Source: an optimization exercise on an open RTL-to-GDS flow (aim: small area, a short achievable clock period and few clock cycles per item). Production flows keep margins and buffers that such runs may drop.
The RTL was checked by simulation tests, not by an equivalence proof against the original design.

==> design/flow/design.v <==
module rsa_row #(parameter K = 0, parameter W = 12) (
    input  [W-1:0]  R, B,
    input  [11:0]   X, TB,
    input           en,
    output [W-1:0]  RO,
    output [11:0]   XO,
    output          qo
);
    localparam WR = W - K;
    localparam WX = 12 - K;
    wire [WR:0]   c;
    wire [WR-1:0] d;
    wire [WX:0]   cx;
    wire [WX-1:0] sx;
    assign c[0]  = 1'b1;
    assign cx[0] = 1'b0;
    genvar j;
    generate for (j = 0; j < WR; j = j + 1) begin : bt
        wire x = R[K+j];
        wire y = ~B[j];
        assign d[j]   = x ^ y ^ c[j];
        assign c[j+1] = (x & y) | (x & c[j]) | (y & c[j]);
    end endgenerate
    wire q = en & c[WR];
    wire [WX-1:0] tb = TB[WX-1:0] & {WX{q}};
    generate for (j = 0; j < WX; j = j + 1) begin : bx
        wire x = X[K+j];
        wire y = tb[j];
        assign sx[j]   = x ^ y ^ cx[j];
        assign cx[j+1] = (x & y) | (x & cx[j]) | (y & cx[j]);
    end endgenerate
    assign qo = q;
    generate if (K == 0) begin : k0
        assign RO = q ? d : R;
        assign XO = sx;
    end else begin : kn
        assign RO = {q ? d : R[W-1:K], R[K-1:0]};
        assign XO = {sx, X[K-1:0]};
    end endgenerate
endmodule
module rsa_key #(parameter WIDTH = 6) (
    input                    clk,
    input                    rst_n,
    input                    in_valid,
    output                   in_ready,
    input  [WIDTH-1:0]       IN_P,
    input  [WIDTH-1:0]       IN_Q,
    input  [WIDTH*2-1:0]     IN_E,
    output reg               out_valid,
    output reg [WIDTH*2-1:0] OUT_N,
    output reg [WIDTH*2-1:0] OUT_D
);
assign in_ready = 1'b1;
reg v0;
reg [5:0] p0, q0;
reg [11:0] e0;
always @(posedge clk or negedge rst_n)
    if (~rst_n) v0 <= 1'b0; else v0 <= in_valid;
always @(posedge clk) begin p0 <= IN_P; q0 <= IN_Q; e0 <= IN_E; end
wire [11:0] c_N  = p0 * q0;
wire [11:0] c_Eu = (c_N - {6'd0, p0}) - ({6'd0, q0} - 12'd1);
wire [11:0] c_A0 = c_Eu[11] ? -c_Eu : c_Eu;
wire [11:0] c_B0 = e0[11] ? -e0 : e0;
wire        c_sp0 = ~(c_Eu[11] ^ e0[11]);
reg v1;
always @(posedge clk or negedge rst_n)
    if (~rst_n) v1 <= 1'b0; else v1 <= v0;
reg [11:0] s1_A;
always @(posedge clk) s1_A <= c_A0;
reg [11:0] s1_B;
always @(posedge clk) s1_B <= c_B0;
reg s1_sp;
always @(posedge clk) s1_sp <= c_sp0;
reg [11:0] s1_Eu;
always @(posedge clk) s1_Eu <= c_Eu;
reg [11:0] s1_N;
always @(posedge clk) s1_N <= c_N;
wire [11:0] c1_Bw = s1_B;
wire [11:0] c2_A;
wire [11:0] c3_X;
rsa_row #(.K(11), .W(12)) u_d0_k11 (.R(s1_A), .B(c1_Bw), .X(12'd0), .TB(12'd1), .en((|s1_B & ~|c1_Bw[11:1])), .RO(c2_A), .XO(c3_X), .qo());
wire [11:0] c4_A;
wire [11:0] c5_X;
rsa_row #(.K(10), .W(12)) u_d0_k10 (.R(c2_A), .B(c1_Bw), .X(c3_X), .TB(12'd1), .en((|s1_B & ~|c1_Bw[11:2])), .RO(c4_A), .XO(c5_X), .qo());
wire [11:0] c6_A;
wire [11:0] c7_X;
rsa_row #(.K(9), .W(12)) u_d0_k9 (.R(c4_A), .B(c1_Bw), .X(c5_X), .TB(12'd1), .en((|s1_B & ~|c1_Bw[11:3])), .RO(c6_A), .XO(c7_X), .qo());
wire [11:0] c8_A;
wire [11:0] c9_X;
rsa_row #(.K(8), .W(12)) u_d0_k8 (.R(c6_A), .B(c1_Bw), .X(c7_X), .TB(12'd1), .en((|s1_B & ~|c1_Bw[11:4])), .RO(c8_A), .XO(c9_X), .qo());
wire [11:0] c10_A;
wire [11:0] c11_X;
rsa_row #(.K(7), .W(12)) u_d0_k7 (.R(c8_A), .B(c1_Bw), .X(c9_X), .TB(12'd1), .en((|s1_B & ~|c1_Bw[11:5])), .RO(c10_A), .XO(c11_X), .qo());
wire [11:0] c12_A;
wire [11:0] c13_X;
rsa_row #(.K(6), .W(12)) u_d0_k6 (.R(c10_A), .B(c1_Bw), .X(c11_X), .TB(12'd1), .en((|s1_B & ~|c1_Bw[11:6])), .RO(c12_A), .XO(c13_X), .qo());
wire [11:0] c14_A;
wire [11:0] c15_X;
rsa_row #(.K(5), .W(12)) u_d0_k5 (.R(c12_A), .B(c1_Bw), .X(c13_X), .TB(12'd1), .en((|s1_B & ~|c1_Bw[11:7])), .RO(c14_A), .XO(c15_X), .qo());
wire [11:0] c16_A;
wire [11:0] c17_X;
rsa_row #(.K(4), .W(12)) u_d0_k4 (.R(c14_A), .B(c1_Bw), .X(c15_X), .TB(12'd1), .en((|s1_B & ~|c1_Bw[11:8])), .RO(c16_A), .XO(c17_X), .qo());
wire [11:0] c18_A;
wire [11:0] c19_X;
rsa_row #(.K(3), .W(12)) u_d0_k3 (.R(c16_A), .B(c1_Bw), .X(c17_X), .TB(12'd1), .en((|s1_B & ~|c1_Bw[11:9])), .RO(c18_A), .XO(c19_X), .qo());
wire [11:0] c20_A;
wire [11:0] c21_X;
rsa_row #(.K(2), .W(12)) u_d0_k2 (.R(c18_A), .B(c1_Bw), .X(c19_X), .TB(12'd1), .en((|s1_B & ~|c1_Bw[11:10])), .RO(c20_A), .XO(c21_X), .qo());
wire [11:0] c22_A;
wire [11:0] c23_X;
rsa_row #(.K(1), .W(12)) u_d0_k1 (.R(c20_A), .B(c1_Bw), .X(c21_X), .TB(12'd1), .en((|s1_B & ~|c1_Bw[11:11])), .RO(c22_A), .XO(c23_X), .qo());
wire [11:0] c24_A;
wire [11:0] c25_X;
rsa_row #(.K(0), .W(12)) u_d0_k0 (.R(c22_A), .B(c1_Bw), .X(c23_X), .TB(12'd1), .en((|s1_B)), .RO(c24_A), .XO(c25_X), .qo());
wire c26_bnz = |s1_B;
wire [11:0] c27_A = s1_B;
wire [10:0] c28_B = c26_bnz ? c24_A[10:0] : 11'd0;
wire [11:0] c29_X = c26_bnz ? 12'd1 : c25_X;
wire [11:0] c30_TB = c25_X;
wire c31_par = c26_bnz ? ~1'b0 : 1'b0;
reg v2;
always @(posedge clk or negedge rst_n)
    if (~rst_n) v2 <= 1'b0; else v2 <= v1;
reg [11:0] s2_A;
always @(posedge clk) s2_A <= c27_A;
reg [10:0] s2_B;
always @(posedge clk) s2_B <= c28_B;
reg [11:0] s2_X;
always @(posedge clk) s2_X <= c29_X;
reg [11:0] s2_TB;
always @(posedge clk) s2_TB <= c30_TB;
reg s2_par;
always @(posedge clk) s2_par <= c31_par;
reg s2_sp;
always @(posedge clk) s2_sp <= s1_sp;
reg [11:0] s2_Eu;
always @(posedge clk) s2_Eu <= s1_Eu;
reg [11:0] s2_N;
always @(posedge clk) s2_N <= s1_N;
wire [11:0] c32_Bw = s2_B;
wire [11:0] c33_A;
wire [11:0] c34_X;
rsa_row #(.K(11), .W(12)) u_d1_k11 (.R(s2_A), .B(c32_Bw), .X(s2_X), .TB(s2_TB), .en((|s2_B & ~|c32_Bw[11:1])), .RO(c33_A), .XO(c34_X), .qo());
wire [11:0] c35_A;
wire [11:0] c36_X;
rsa_row #(.K(10), .W(12)) u_d1_k10 (.R(c33_A), .B(c32_Bw), .X(c34_X), .TB(s2_TB), .en((|s2_B & ~|c32_Bw[11:2])), .RO(c35_A), .XO(c36_X), .qo());
wire [11:0] c37_A;
wire [11:0] c38_X;
rsa_row #(.K(9), .W(12)) u_d1_k9 (.R(c35_A), .B(c32_Bw), .X(c36_X), .TB(s2_TB), .en((|s2_B & ~|c32_Bw[11:3])), .RO(c37_A), .XO(c38_X), .qo());
wire [11:0] c39_A;
wire [11:0] c40_X;
rsa_row #(.K(8), .W(12)) u_d1_k8 (.R(c37_A), .B(c32_Bw), .X(c38_X), .TB(s2_TB), .en((|s2_B & ~|c32_Bw[11:4])), .RO(c39_A), .XO(c40_X), .qo());
wire [11:0] c41_A;
wire [11:0] c42_X;
rsa_row #(.K(7), .W(12)) u_d1_k7 (.R(c39_A), .B(c32_Bw), .X(c40_X), .TB(s2_TB), .en((|s2_B & ~|c32_Bw[11:5])), .RO(c41_A), .XO(c42_X), .qo());
wire [11:0] c43_A;
wire [11:0] c44_X;
rsa_row #(.K(6), .W(12)) u_d1_k6 (.R(c41_A), .B(c32_Bw), .X(c42_X), .TB(s2_TB), .en((|s2_B & ~|c32_Bw[11:6])), .RO(c43_A), .XO(c44_X), .qo());
wire [11:0] c45_A;
wire [11:0] c46_X;
rsa_row #(.K(5), .W(12)) u_d1_k5 (.R(c43_A), .B(c32_Bw), .X(c44_X), .TB(s2_TB), .en((|s2_B & ~|c32_Bw[11:7])), .RO(c45_A), .XO(c46_X), .qo());
wire [11:0] c47_A;
wire [11:0] c48_X;
rsa_row #(.K(4), .W(12)) u_d1_k4 (.R(c45_A), .B(c32_Bw), .X(c46_X), .TB(s2_TB), .en((|s2_B & ~|c32_Bw[11:8])), .RO(c47_A), .XO(c48_X), .qo());
wire [11:0] c49_A;
wire [11:0] c50_X;
rsa_row #(.K(3), .W(12)) u_d1_k3 (.R(c47_A), .B(c32_Bw), .X(c48_X), .TB(s2_TB), .en((|s2_B & ~|c32_Bw[11:9])), .RO(c49_A), .XO(c50_X), .qo());
wire [11:0] c51_A;
wire [11:0] c52_X;
rsa_row #(.K(2), .W(12)) u_d1_k2 (.R(c49_A), .B(c32_Bw), .X(c50_X), .TB(s2_TB), .en((|s2_B & ~|c32_Bw[11:10])), .RO(c51_A), .XO(c52_X), .qo());
wire [11:0] c53_A;
wire [11:0] c54_X;
rsa_row #(.K(1), .W(12)) u_d1_k1 (.R(c51_A), .B(c32_Bw), .X(c52_X), .TB(s2_TB), .en((|s2_B & ~|c32_Bw[11:11])), .RO(c53_A), .XO(c54_X), .qo());
wire [11:0] c55_A;
wire [11:0] c56_X;
rsa_row #(.K(0), .W(12)) u_d1_k0 (.R(c53_A), .B(c32_Bw), .X(c54_X), .TB(s2_TB), .en((|s2_B)), .RO(c55_A), .XO(c56_X), .qo());
wire c57_bnz = |s2_B;
wire [10:0] c58_A = s2_B;
wire [9:0] c59_B = c57_bnz ? c55_A[9:0] : 10'd0;
wire [11:0] c60_X = c57_bnz ? s2_TB : c56_X;
wire [11:0] c61_TB = c56_X;
wire c62_par = c57_bnz ? ~s2_par : s2_par;
reg v3;
always @(posedge clk or negedge rst_n)
    if (~rst_n) v3 <= 1'b0; else v3 <= v2;
reg [10:0] s3_A;
always @(posedge clk) s3_A <= c58_A;
reg [9:0] s3_B;
always @(posedge clk) s3_B <= c59_B;
reg [11:0] s3_X;
always @(posedge clk) s3_X <= c60_X;
reg [11:0] s3_TB;
always @(posedge clk) s3_TB <= c61_TB;
reg s3_par;
always @(posedge clk) s3_par <= c62_par;
reg s3_sp;
always @(posedge clk) s3_sp <= s2_sp;
reg [11:0] s3_Eu;
always @(posedge clk) s3_Eu <= s2_Eu;
reg [11:0] s3_N;
always @(posedge clk) s3_N <= s2_N;
wire [10:0] c63_Bw = s3_B;
wire [10:0] c64_A;
wire [11:0] c65_X;
rsa_row #(.K(10), .W(11)) u_d2_k10 (.R(s3_A), .B(c63_Bw), .X(s3_X), .TB(s3_TB), .en((|s3_B & ~|c63_Bw[10:1])), .RO(c64_A), .XO(c65_X), .qo());
wire [10:0] c66_A;
wire [11:0] c67_X;
rsa_row #(.K(9), .W(11)) u_d2_k9 (.R(c64_A), .B(c63_Bw), .X(c65_X), .TB(s3_TB), .en((|s3_B & ~|c63_Bw[10:2])), .RO(c66_A), .XO(c67_X), .qo());
wire [10:0] c68_A;
wire [11:0] c69_X;
rsa_row #(.K(8), .W(11)) u_d2_k8 (.R(c66_A), .B(c63_Bw), .X(c67_X), .TB(s3_TB), .en((|s3_B & ~|c63_Bw[10:3])), .RO(c68_A), .XO(c69_X), .qo());
wire [10:0] c70_A;
wire [11:0] c71_X;
rsa_row #(.K(7), .W(11)) u_d2_k7 (.R(c68_A), .B(c63_Bw), .X(c69_X), .TB(s3_TB), .en((|s3_B & ~|c63_Bw[10:4])), .RO(c70_A), .XO(c71_X), .qo());
wire [10:0] c72_A;
wire [11:0] c73_X;
rsa_row #(.K(6), .W(11)) u_d2_k6 (.R(c70_A), .B(c63_Bw), .X(c71_X), .TB(s3_TB), .en((|s3_B & ~|c63_Bw[10:5])), .RO(c72_A), .XO(c73_X), .qo());
wire [10:0] c74_A;
wire [11:0] c75_X;
rsa_row #(.K(5), .W(11)) u_d2_k5 (.R(c72_A), .B(c63_Bw), .X(c73_X), .TB(s3_TB), .en((|s3_B & ~|c63_Bw[10:6])), .RO(c74_A), .XO(c75_X), .qo());
wire [10:0] c76_A;
wire [11:0] c77_X;
rsa_row #(.K(4), .W(11)) u_d2_k4 (.R(c74_A), .B(c63_Bw), .X(c75_X), .TB(s3_TB), .en((|s3_B & ~|c63_Bw[10:7])), .RO(c76_A), .XO(c77_X), .qo());
wire [10:0] c78_A;
wire [11:0] c79_X;
rsa_row #(.K(3), .W(11)) u_d2_k3 (.R(c76_A), .B(c63_Bw), .X(c77_X), .TB(s3_TB), .en((|s3_B & ~|c63_Bw[10:8])), .RO(c78_A), .XO(c79_X), .qo());
wire [10:0] c80_A;
wire [11:0] c81_X;
rsa_row #(.K(2), .W(11)) u_d2_k2 (.R(c78_A), .B(c63_Bw), .X(c79_X), .TB(s3_TB), .en((|s3_B & ~|c63_Bw[10:9])), .RO(c80_A), .XO(c81_X), .qo());
wire [10:0] c82_A;
wire [11:0] c83_X;
rsa_row #(.K(1), .W(11)) u_d2_k1 (.R(c80_A), .B(c63_Bw), .X(c81_X), .TB(s3_TB), .en((|s3_B & ~|c63_Bw[10:10])), .RO(c82_A), .XO(c83_X), .qo());
wire [10:0] c84_A;
wire [11:0] c85_X;
rsa_row #(.K(0), .W(11)) u_d2_k0 (.R(c82_A), .B(c63_Bw), .X(c83_X), .TB(s3_TB), .en((|s3_B)), .RO(c84_A), .XO(c85_X), .qo());
wire c86_bnz = |s3_B;
wire [9:0] c87_A = s3_B;
wire [9:0] c88_B = c86_bnz ? c84_A[9:0] : 10'd0;
wire [11:0] c89_X = c86_bnz ? s3_TB : c85_X;
wire [11:0] c90_TB = c85_X;
wire c91_par = c86_bnz ? ~s3_par : s3_par;
reg v4;
always @(posedge clk or negedge rst_n)
    if (~rst_n) v4 <= 1'b0; else v4 <= v3;
reg [9:0] s4_A;
always @(posedge clk) s4_A <= c87_A;
reg [9:0] s4_B;
always @(posedge clk) s4_B <= c88_B;
reg [11:0] s4_X;
always @(posedge clk) s4_X <= c89_X;
reg [11:0] s4_TB;
always @(posedge clk) s4_TB <= c90_TB;
reg s4_par;
always @(posedge clk) s4_par <= c91_par;
reg s4_sp;
always @(posedge clk) s4_sp <= s3_sp;
reg [11:0] s4_Eu;
always @(posedge clk) s4_Eu <= s3_Eu;
reg [11:0] s4_N;
always @(posedge clk) s4_N <= s3_N;
wire [9:0] c92_Bw = s4_B;
wire [9:0] c93_A;
wire [11:0] c94_X;
rsa_row #(.K(9), .W(10)) u_d3_k9 (.R(s4_A), .B(c92_Bw), .X(s4_X), .TB(s4_TB), .en((|s4_B & ~|c92_Bw[9:1])), .RO(c93_A), .XO(c94_X), .qo());
wire [9:0] c95_A;
wire [11:0] c96_X;
rsa_row #(.K(8), .W(10)) u_d3_k8 (.R(c93_A), .B(c92_Bw), .X(c94_X), .TB(s4_TB), .en((|s4_B & ~|c92_Bw[9:2])), .RO(c95_A), .XO(c96_X), .qo());
wire [9:0] c97_A;
wire [11:0] c98_X;
rsa_row #(.K(7), .W(10)) u_d3_k7 (.R(c95_A), .B(c92_Bw), .X(c96_X), .TB(s4_TB), .en((|s4_B & ~|c92_Bw[9:3])), .RO(c97_A), .XO(c98_X), .qo());
wire [9:0] c99_A;
wire [11:0] c100_X;
rsa_row #(.K(6), .W(10)) u_d3_k6 (.R(c97_A), .B(c92_Bw), .X(c98_X), .TB(s4_TB), .en((|s4_B & ~|c92_Bw[9:4])), .RO(c99_A), .XO(c100_X), .qo());
wire [9:0] c101_A;
wire [11:0] c102_X;
rsa_row #(.K(5), .W(10)) u_d3_k5 (.R(c99_A), .B(c92_Bw), .X(c100_X), .TB(s4_TB), .en((|s4_B & ~|c92_Bw[9:5])), .RO(c101_A), .XO(c102_X), .qo());
wire [9:0] c103_A;
wire [11:0] c104_X;
rsa_row #(.K(4), .W(10)) u_d3_k4 (.R(c101_A), .B(c92_Bw), .X(c102_X), .TB(s4_TB), .en((|s4_B & ~|c92_Bw[9:6])), .RO(c103_A), .XO(c104_X), .qo());
wire [9:0] c105_A;
wire [11:0] c106_X;
rsa_row #(.K(3), .W(10)) u_d3_k3 (.R(c103_A), .B(c92_Bw), .X(c104_X), .TB(s4_TB), .en((|s4_B & ~|c92_Bw[9:7])), .RO(c105_A), .XO(c106_X), .qo());
wire [9:0] c107_A;
wire [11:0] c108_X;
rsa_row #(.K(2), .W(10)) u_d3_k2 (.R(c105_A), .B(c92_Bw), .X(c106_X), .TB(s4_TB), .en((|s4_B & ~|c92_Bw[9:8])), .RO(c107_A), .XO(c108_X), .qo());
wire [9:0] c109_A;
wire [11:0] c110_X;
rsa_row #(.K(1), .W(10)) u_d3_k1 (.R(c107_A), .B(c92_Bw), .X(c108_X), .TB(s4_TB), .en((|s4_B & ~|c92_Bw[9:9])), .RO(c109_A), .XO(c110_X), .qo());
wire [9:0] c111_A;
wire [11:0] c112_X;
rsa_row #(.K(0), .W(10)) u_d3_k0 (.R(c109_A), .B(c92_Bw), .X(c110_X), .TB(s4_TB), .en((|s4_B)), .RO(c111_A), .XO(c112_X), .qo());
wire c113_bnz = |s4_B;
wire [9:0] c114_A = s4_B;
wire [8:0] c115_B = c113_bnz ? c111_A[8:0] : 9'd0;
wire [11:0] c116_X = c113_bnz ? s4_TB : c112_X;
wire [11:0] c117_TB = c112_X;
wire c118_par = c113_bnz ? ~s4_par : s4_par;
reg v5;
always @(posedge clk or negedge rst_n)
    if (~rst_n) v5 <= 1'b0; else v5 <= v4;
reg [9:0] s5_A;
always @(posedge clk) s5_A <= c114_A;
reg [8:0] s5_B;
always @(posedge clk) s5_B <= c115_B;
reg [11:0] s5_X;
always @(posedge clk) s5_X <= c116_X;
reg [11:0] s5_TB;
always @(posedge clk) s5_TB <= c117_TB;
reg s5_par;
always @(posedge clk) s5_par <= c118_par;
reg s5_sp;
always @(posedge clk) s5_sp <= s4_sp;
reg [11:0] s5_Eu;
always @(posedge clk) s5_Eu <= s4_Eu;
reg [11:0] s5_N;
always @(posedge clk) s5_N <= s4_N;
wire [9:0] c119_Bw = s5_B;
wire [9:0] c120_A;
wire [11:0] c121_X;
rsa_row #(.K(9), .W(10)) u_d4_k9 (.R(s5_A), .B(c119_Bw), .X(s5_X), .TB(s5_TB), .en((|s5_B & ~|c119_Bw[9:1])), .RO(c120_A), .XO(c121_X), .qo());
wire [9:0] c122_A;
wire [11:0] c123_X;
rsa_row #(.K(8), .W(10)) u_d4_k8 (.R(c120_A), .B(c119_Bw), .X(c121_X), .TB(s5_TB), .en((|s5_B & ~|c119_Bw[9:2])), .RO(c122_A), .XO(c123_X), .qo());
wire [9:0] c124_A;
wire [11:0] c125_X;
rsa_row #(.K(7), .W(10)) u_d4_k7 (.R(c122_A), .B(c119_Bw), .X(c123_X), .TB(s5_TB), .en((|s5_B & ~|c119_Bw[9:3])), .RO(c124_A), .XO(c125_X), .qo());
wire [9:0] c126_A;
wire [11:0] c127_X;
rsa_row #(.K(6), .W(10)) u_d4_k6 (.R(c124_A), .B(c119_Bw), .X(c125_X), .TB(s5_TB), .en((|s5_B & ~|c119_Bw[9:4])), .RO(c126_A), .XO(c127_X), .qo());
wire [9:0] c128_A;
wire [11:0] c129_X;
rsa_row #(.K(5), .W(10)) u_d4_k5 (.R(c126_A), .B(c119_Bw), .X(c127_X), .TB(s5_TB), .en((|s5_B & ~|c119_Bw[9:5])), .RO(c128_A), .XO(c129_X), .qo());
wire [9:0] c130_A;
wire [11:0] c131_X;
rsa_row #(.K(4), .W(10)) u_d4_k4 (.R(c128_A), .B(c119_Bw), .X(c129_X), .TB(s5_TB), .en((|s5_B & ~|c119_Bw[9:6])), .RO(c130_A), .XO(c131_X), .qo());
wire [9:0] c132_A;
wire [11:0] c133_X;
rsa_row #(.K(3), .W(10)) u_d4_k3 (.R(c130_A), .B(c119_Bw), .X(c131_X), .TB(s5_TB), .en((|s5_B & ~|c119_Bw[9:7])), .RO(c132_A), .XO(c133_X), .qo());
wire [9:0] c134_A;
wire [11:0] c135_X;
rsa_row #(.K(2), .W(10)) u_d4_k2 (.R(c132_A), .B(c119_Bw), .X(c133_X), .TB(s5_TB), .en((|s5_B & ~|c119_Bw[9:8])), .RO(c134_A), .XO(c135_X), .qo());
wire [9:0] c136_A;
wire [11:0] c137_X;
rsa_row #(.K(1), .W(10)) u_d4_k1 (.R(c134_A), .B(c119_Bw), .X(c135_X), .TB(s5_TB), .en((|s5_B & ~|c119_Bw[9:9])), .RO(c136_A), .XO(c137_X), .qo());
wire [9:0] c138_A;
wire [11:0] c139_X;
rsa_row #(.K(0), .W(10)) u_d4_k0 (.R(c136_A), .B(c119_Bw), .X(c137_X), .TB(s5_TB), .en((|s5_B)), .RO(c138_A), .XO(c139_X), .qo());
wire c140_bnz = |s5_B;
wire [8:0] c141_A = s5_B;
wire [8:0] c142_B = c140_bnz ? c138_A[8:0] : 9'd0;
wire [11:0] c143_X = c140_bnz ? s5_TB : c139_X;
wire [11:0] c144_TB = c139_X;
wire c145_par = c140_bnz ? ~s5_par : s5_par;
reg v6;
always @(posedge clk or negedge rst_n)
    if (~rst_n) v6 <= 1'b0; else v6 <= v5;
reg [8:0] s6_A;
always @(posedge clk) s6_A <= c141_A;
reg [8:0] s6_B;
always @(posedge clk) s6_B <= c142_B;
reg [11:0] s6_X;
always @(posedge clk) s6_X <= c143_X;
reg [11:0] s6_TB;
always @(posedge clk) s6_TB <= c144_TB;
reg s6_par;
always @(posedge clk) s6_par <= c145_par;
reg s6_sp;
always @(posedge clk) s6_sp <= s5_sp;
reg [11:0] s6_Eu;
always @(posedge clk) s6_Eu <= s5_Eu;
reg [11:0] s6_N;
always @(posedge clk) s6_N <= s5_N;
wire [8:0] c146_Bw = s6_B;
wire [8:0] c147_A;
wire [11:0] c148_X;
rsa_row #(.K(8), .W(9)) u_d5_k8 (.R(s6_A), .B(c146_Bw), .X(s6_X), .TB(s6_TB), .en((|s6_B & ~|c146_Bw[8:1])), .RO(c147_A), .XO(c148_X), .qo());
wire [8:0] c149_A;
wire [11:0] c150_X;
rsa_row #(.K(7), .W(9)) u_d5_k7 (.R(c147_A), .B(c146_Bw), .X(c148_X), .TB(s6_TB), .en((|s6_B & ~|c146_Bw[8:2])), .RO(c149_A), .XO(c150_X), .qo());
wire [8:0] c151_A;
wire [11:0] c152_X;
rsa_row #(.K(6), .W(9)) u_d5_k6 (.R(c149_A), .B(c146_Bw), .X(c150_X), .TB(s6_TB), .en((|s6_B & ~|c146_Bw[8:3])), .RO(c151_A), .XO(c152_X), .qo());
wire [8:0] c153_A;
wire [11:0] c154_X;
rsa_row #(.K(5), .W(9)) u_d5_k5 (.R(c151_A), .B(c146_Bw), .X(c152_X), .TB(s6_TB), .en((|s6_B & ~|c146_Bw[8:4])), .RO(c153_A), .XO(c154_X), .qo());
wire [8:0] c155_A;
wire [11:0] c156_X;
rsa_row #(.K(4), .W(9)) u_d5_k4 (.R(c153_A), .B(c146_Bw), .X(c154_X), .TB(s6_TB), .en((|s6_B & ~|c146_Bw[8:5])), .RO(c155_A), .XO(c156_X), .qo());
wire [8:0] c157_A;
wire [11:0] c158_X;
rsa_row #(.K(3), .W(9)) u_d5_k3 (.R(c155_A), .B(c146_Bw), .X(c156_X), .TB(s6_TB), .en((|s6_B & ~|c146_Bw[8:6])), .RO(c157_A), .XO(c158_X), .qo());
wire [8:0] c159_A;
wire [11:0] c160_X;
rsa_row #(.K(2), .W(9)) u_d5_k2 (.R(c157_A), .B(c146_Bw), .X(c158_X), .TB(s6_TB), .en((|s6_B & ~|c146_Bw[8:7])), .RO(c159_A), .XO(c160_X), .qo());
wire [8:0] c161_A;
wire [11:0] c162_X;
rsa_row #(.K(1), .W(9)) u_d5_k1 (.R(c159_A), .B(c146_Bw), .X(c160_X), .TB(s6_TB), .en((|s6_B & ~|c146_Bw[8:8])), .RO(c161_A), .XO(c162_X), .qo());
wire [8:0] c163_A;
wire [11:0] c164_X;
rsa_row #(.K(0), .W(9)) u_d5_k0 (.R(c161_A), .B(c146_Bw), .X(c162_X), .TB(s6_TB), .en((|s6_B)), .RO(c163_A), .XO(c164_X), .qo());
wire c165_bnz = |s6_B;
wire [8:0] c166_A = s6_B;
wire [7:0] c167_B = c165_bnz ? c163_A[7:0] : 8'd0;
wire [11:0] c168_X = c165_bnz ? s6_TB : c164_X;
wire [11:0] c169_TB = c164_X;
wire c170_par = c165_bnz ? ~s6_par : s6_par;
reg v7;
always @(posedge clk or negedge rst_n)
    if (~rst_n) v7 <= 1'b0; else v7 <= v6;
reg [8:0] s7_A;
always @(posedge clk) s7_A <= c166_A;
reg [7:0] s7_B;
always @(posedge clk) s7_B <= c167_B;
reg [11:0] s7_X;
always @(posedge clk) s7_X <= c168_X;
reg [11:0] s7_TB;
always @(posedge clk) s7_TB <= c169_TB;
reg s7_par;
always @(posedge clk) s7_par <= c170_par;
reg s7_sp;
always @(posedge clk) s7_sp <= s6_sp;
reg [11:0] s7_Eu;
always @(posedge clk) s7_Eu <= s6_Eu;
reg [11:0] s7_N;
always @(posedge clk) s7_N <= s6_N;
wire f_z = ~|s7_B;
wire [11:0] f_u = f_z ? s7_X : s7_TB;
wire f_neg = s7_sp & ~(f_z ? s7_par : ~s7_par);
wire [11:0] f_ans = f_neg ? -f_u : f_u;
wire [11:0] f_Eu = s7_Eu;
wire [11:0] f_D = f_ans[11] ? f_ans + f_Eu : (f_ans > f_Eu) ? f_ans - f_Eu : f_ans;
always @(posedge clk or negedge rst_n)
    if (~rst_n) out_valid <= 1'b0; else out_valid <= v7;
always @(posedge clk) begin OUT_N <= s7_N; OUT_D <= f_D; end
endmodule
==> design/flow/run.sh <==
#!/bin/bash
# synth_recipe.tcl (not shown) runs the flow's synth.tcl, then flattens the netlist and writes it again
# the make line also repeats each setting of config.mk as NAME=value (left out here)
make -C /OpenROAD-flow-scripts/flow DESIGN_CONFIG=/design/flow/config.mk WORK_HOME=/design/flow/orfs CLKGATE_MAP_FILE= SYNTH_SCRIPT=/design/flow/synth_recipe.tcl finish
==> design/flow/config.mk <==
export PLATFORM = sky130hd
export DESIGN_NAME = rsa_key
export DESIGN_NICKNAME = rsa_key
export VERILOG_FILES = /design/flow/design.v
export SDC_FILE = /design/flow/constraint.sdc
export NUM_CORES = 4
export LEC_CHECK = 0
export CAP_MARGIN = 20
export CORE_MARGIN = 2
export CORE_UTILIZATION = 40
export SLEW_MARGIN = 20
==> design/flow/constraint.sdc <==
create_clock -name core_clock -period 210.0 [get_ports {clk}]
set_input_delay 42.0000 -clock core_clock [delete_from_list [all_inputs] [get_ports {clk}]]
set_output_delay 42.0000 -clock core_clock [all_outputs]
set_load 0.01 [all_outputs]
==> results.txt <==
Crit-path slowest cell clkdlybuf4s50_1; Synth cell types 95; IO Pins 53; pin count of the biggest net entering global routing 64; setup violation total in the final timing report 0; Fmax 22.97 MHz; die width 320.8 um; cts repair resizes 0; WS Path Type flop to output pin; Slew Limit Fails 0; Async SR Flop Fraction 0.01751; cts bufs inserted 56; Post-DP HPWL between 70,000 and 80,000 um; Starting Density 0.4021; residual DRC count 0; router iterations before antenna repair 5; Layout Nets 4,918; Tmin final 43.53 ns; Core ar. 0.09986 mm^2; sequential element share of the synthesized area 0.2574; grt total ovfl 0; DP Worst Slack roughly 170 ns; critical-path maximum fanout 1; critical path startpoint category flop; yosys synthesis warning count 1; post-route ant nets 0; cells after synthesis approximately 4,100; Post-CTS Setup Bufs 0; Max-Cap Viols 0; routed vias roughly 27,000; post-route non-filler standard cell count between 5,000 and 6,000; CP endpoint kind output pin; slack of the critical path around 170 ns; CTS Sinks 514; Mapped Avg Cell Area 9.858 um^2; critical path data arrival time approximately 1.5 ns; post-synthesis instance area 0.04015 mm^2; Seq cells post-synth 514; initial antenna violation count 2; skew final 0.06606 ns; WL final 89,150 um; fraction of layout cells with a size suffix above 1 0.07078; global placement routability congestion 0.8542; Reg clk slew, reported paths 0.06 ns; Core Rows between 100 and 150; die area 0.1029 mm^2; worst relative slew slack 0.2471; CP cell instances clkdlybuf4s50_1; Critical Path RT about 170 ns; commonest cells after routing, fill and taps aside fa_1, inv_1, dfxtp_1; number of global-route vias before repair 28,150; GRT Util Overall 0.1800; routed len/inst between 15 and 20 um; Layout Utilization 0.4422; Hold Violations, Final 0; unrepaired setup endpoints after global routing no; Fillers ~9,600; Top FF cell, synth dfxtp_1; placed cells 5,349; sum of negative setup slack 0 ns; # diodes 0; CP top delay family buffers and inverters; first-pass GRT wire length 150,000 um; die height 320.8 um; outcome finished clean; CTS tree done; Port Buffers 51; H-tree lvl count 2; clk latency of the worst-skew pair 0.67 ns; fin crit share 0.2073; CTS Buffer Depth 3; Hold WC Path Type flop to flop; most common cell after layout, fill and taps aside fa_1; # hold bufs at CTS 0; Slew @ Worst Pin 1.119 ns; Area Overhead vs Synth 9.985%; vias per inst 4.996; First DRT Iteration DRCs 1,207; clock root cell clkbuf_16; CP max stage delay 0.55 ns; count of buffer and inverter cells on the critical path 1; Post-synth EDFFs 0
layer usage:
metal	part of all wire	up-vias	wire length (um)	global-route usage
li1	-	13180	-	-
met1	0.45	13580	40000	0.2362
met3	0.027	108	2384	0.01990
met2	0.51	363	45050	0.3186
met4	0.019	0	1719	0.04112
met5	0	-	0	0
logic make-up (layout without fill, tap and decap cells):
group / after synthesis / count (layout) / share of synthesized area
flops: 514 / 514 / 0.2574
mux: 158 / 158 / 0.04229
buf+inv: 734 / 805 / 0.07009
xor+xnor: 162 / 162 / 0.03534
other cells: 2 / 12 / 0.0001870
simple gates: 1189 / 1189 / 0.1481
fa+ha+maj: 782 / 782 / 0.3561
compound gates: 532 / 532 / 0.09053
area by class of cell:
cell class / count / area (um^2) / area share
Clock inverter: 32 / 416.7 / 0.009435
Sequential cell: 514 / 10340 / 0.2341
Inverter: 594 / 2230 / 0.05049
Clock buffer: 71 / 1518 / 0.03437
Timing Repair Buffer: 108 / 938.4 / 0.02125
Tap cell: 1298 / 1624 / 0.03678
Multi-Input combinational cell: 2835 / 27090 / 0.6136
worst paths after layout:
check	to	start	slack [ns]	cells after the start
worst max register to register	s3_X[11]	s2_B[7]	169.09	127
max in group asynchronous	out_valid	rst_n	168.06	1
worst min-delay path	s6_Eu[9]	s5_Eu[9]	0.30	0
worst max-delay path	OUT_N[7]	OUT_N[7]	166.47	1
min in group asynchronous	v4	rst_n	41.66	1
worst min register to register	s6_Eu[9]	s5_Eu[9]	0.30	0
cells in the mapped netlist (28+ instances only):
library cell | number | share of area
nor2_1 | 236 | 0.022
and3_1 | 39 | 0.0061
o31ai_1 | 29 | 0.0054
xnor2_1 | 122 | 0.027
and2_1 | 228 | 0.036
clkbuf_1 | 108 | 0.010
dfxtp_1 | 505 | 0.25
fa_1 | 601 | 0.30
a211oi_1 | 28 | 0.0052
mux2_2 | 63 | 0.018
nor3_1 | 65 | 0.0081
nand2_1 | 393 | 0.037
o21ai_0 | 125 | 0.016
a21oi_1 | 135 | 0.017
ha_1 | 181 | 0.056
nand3_1 | 45 | 0.0056
xor2_1 | 40 | 0.0087
inv_1 | 592 | 0.055
mux2i_1 | 89 | 0.022
through the flow:
stage	instance area (um^2)	hold WS, ns
CTS	44150	0.2796
finish	44160	0.2959
global placement	42210	0.3097
floorplan	40190	0.3096
global route	44160	0.2984
detailed placement	42220	0.3121
Testbench counts, summed over its fixed seeds: cycles 2,472, items 2,400.

==> what the ideal ports hide <==
In the flow no input, the clock included, has a driving cell. The finished layout below was timed again as built, in two steps.
Step 1: set_driving_cell puts a clkbuf_16 on clk and a buf_2 on each other input, an assumption about the parent block.
Step 2 times the ports against the registers' clock, not the clock port: input delays grow and output delays shrink by t, the midpoint of the rising clock arrivals with the driver on.
a / b / c = no drivers / after step 1 / after step 2; a / b = the first two.
t (ns): 0.704
setup WS [ns]: 166.474 / 166.410 / 167.114
worst setup path after step 2: register to output
latest minus earliest clock arrival (ns): 0.074 / 0.074
After both steps this run still meets setup and hold. For this run, drivers alone change the setup slack by -0.064 ns; drivers and shift together by +0.640 ns.
